This design comes from an exercise in tuning for small area on the open sky130 flow, not from production work. RTL that was checked went through simulation tests only; none was proved equivalent to the original.

## quartz
## opl2
module opl2(
  clk,
  reset,
  opl2_we,
  opl2_data,
  opl2_adr,
  kon,
  channel_a,
  channel_b,
  sample_clk,
  sample_clk_128
  );
Size in the first run: about 8100 cells after synthesis, roughly 3000 flip-flops, about 0.10 mm^2 of cells after synthesis.
==> flow/config.mk <==
export PLATFORM = sky130hd
export DESIGN_NAME = opl2
export DESIGN_NICKNAME = opl2
export VERILOG_FILES = /design/flow/design.v
export SDC_FILE = /design/flow/constraint.sdc
export NUM_CORES = 8
export LEC_CHECK = 0
export ABC_AREA = 1
export CAP_MARGIN = 20
export CORE_MARGIN = 2
export CORE_UTILIZATION = 55
export CTS_BUF_LIST = sky130_fd_sc_hd__clkbuf_16
export CTS_CLUSTER_DIAMETER = 100
export CTS_CLUSTER_SIZE = 24
export PLACE_DENSITY = 0.7
export SLEW_MARGIN = 20
==> flow/constraint.sdc <==
create_clock -name core_clock -period 15.0 [get_ports {clk}]
set_input_delay 3.0000 -clock core_clock [delete_from_list [all_inputs] [get_ports {clk}]]
set_output_delay 3.0000 -clock core_clock [all_outputs]
set_load 0.01 [all_outputs]
run.sh (not shown) runs the stock make flow with config.mk's settings and CLKGATE_MAP_FILE= SYNTH_SCRIPT=/design/flow/synth_recipe.tcl, a recipe that flattens the netlist after the stock synthesis.
[inputs] yarrow vs quartz
diff --git a/flow/design.v b/flow/design.v
--- a/flow/design.v
+++ b/flow/design.v
@@ -966,15 +966,15 @@
       feedback_result_p0 = ((fb1_s + fb2_s) <<< fb);
   wire signed [12:0] feedback_result = feedback_result_p0 >>> 9;
   wire carrier_mod_off = cnt_c || (ryt && (op == 5'd16 || op == 5'd17));
   wire [12:0] modulation = use_feedback ? feedback_result :
    (!is_mod && !carrier_mod_off) ? r_out[3] : 13'd0;
   wire rhythmic = op_hh || op_sd || op_tc;
   wire [19:0] pa_sum = pa0 + phase_inc;
-  wire [9:0] fp_base = rhythmic ? rhythm_phase[19:10] + phase_inc[19:10] : pa_sum[19:10];
+  wire [9:0] fp_base = (rhythmic ? rhythm_phase[19:10] : pa_sum[19:10]) + (rhythmic ? phase_inc[19:10] : 10'd0);
   wire [19:0] pa1 = kon_new ? 20'd0 : pa_sum;
   wire [9:0] final_phase_hi = kon_new ? 10'd0 : fp_base + modulation[9:0];
   reg [6:0] rom_out;
   always @ *
     case (fnum >> 6)
     0: rom_out = 0;
     1: rom_out = 32;
@@ -1017,24 +1017,20 @@
     else
       incl = is_mod ? cnt_c : 1'b1;
   wire cha_c = (ch == 4'd0) ? ch0_old[2] : scha[ch];
   wire chb_c = (ch == 4'd0) ? ch0_old[1] : schb[ch];
   wire signed [17:0] out_old_ext = fb1_s;
   reg signed [17:0] acc_a;
   reg signed [17:0] acc_b;
-  always @(posedge clk)
-    if (start) begin
-      acc_a <= 0;
-      acc_b <= 0;
-    end else if (act) begin
-      if (incl && cha_c)
-        acc_a <= acc_a + out_old_ext;
-      if (incl && chb_c)
-        acc_b <= acc_b + out_old_ext;
-    end
+  wire signed [17:0] add_a = (act && incl && cha_c) ? out_old_ext : 18'sd0;
+  wire signed [17:0] add_b = (act && incl && chb_c) ? out_old_ext : 18'sd0;
+  always @(posedge clk) begin
+    acc_a <= (start ? 18'sd0 : acc_a) + add_a;
+    acc_b <= (start ? 18'sd0 : acc_b) + add_b;
+  end
   always @(posedge clk)
     if (sample_clk_en) begin
       if (acc_a > 2**15 - 1)
         channel_a <= 2**15 - 1;
       else if (acc_a < -2**15)
         channel_a <= -2**15;
       else
==> comparison <==
[compare] base=quartz new=yarrow: critical path buffer and inverter count grew by 3; slew at the pin with the worst max-slew slack dropped 0.034 ns; net count after synthesis lower. When the final numbers for quartz and yarrow were put side by side, the share of the synthesized area in compound gates (AO/OA/AOI/OAI) turned out to be smaller in yarrow. Diff quartz -> yarrow: final antenna diode count shows an increase of 1, wire length after detailed routing shows a reduction of 8100 um, initial cell density of the core shows no meaningful change, wire length of the first global-routing pass shows a reduction of 11000 um, core utilization shows a reduction of 0.19 points.
No functional check of the RTL was part of yarrow.

[port drivers added, routing unchanged]
How much do the figures lean on ideal ports? The routed layouts below were timed once more, with nothing changed but the port constraints.
Step 1: set_driving_cell puts a clkbuf_16 on clk and a buf_2 on each other input, an assumption about the parent block.
Step 2 times the ports against the registers' clock, not the clock port: input delays grow and output delays shrink by t, the midpoint of the rising clock arrivals with the driver on.
Three values: ideal, step 1, step 2; two values: the first two.
run	t (ns)	setup slack, ns	clock arrival spread, ns	slew at the worst register clock pin (ns)	worst slew at a driven data input, ns
quartz	0.905	1.213 / 1.213 / 1.213	0.054 / 0.054	0.11 / 0.11	0.05
yarrow	0.891	1.340 / 1.340 / 1.340	0.040 / 0.039	0.10 / 0.10	0.05
After both steps every run listed still meets setup and hold.
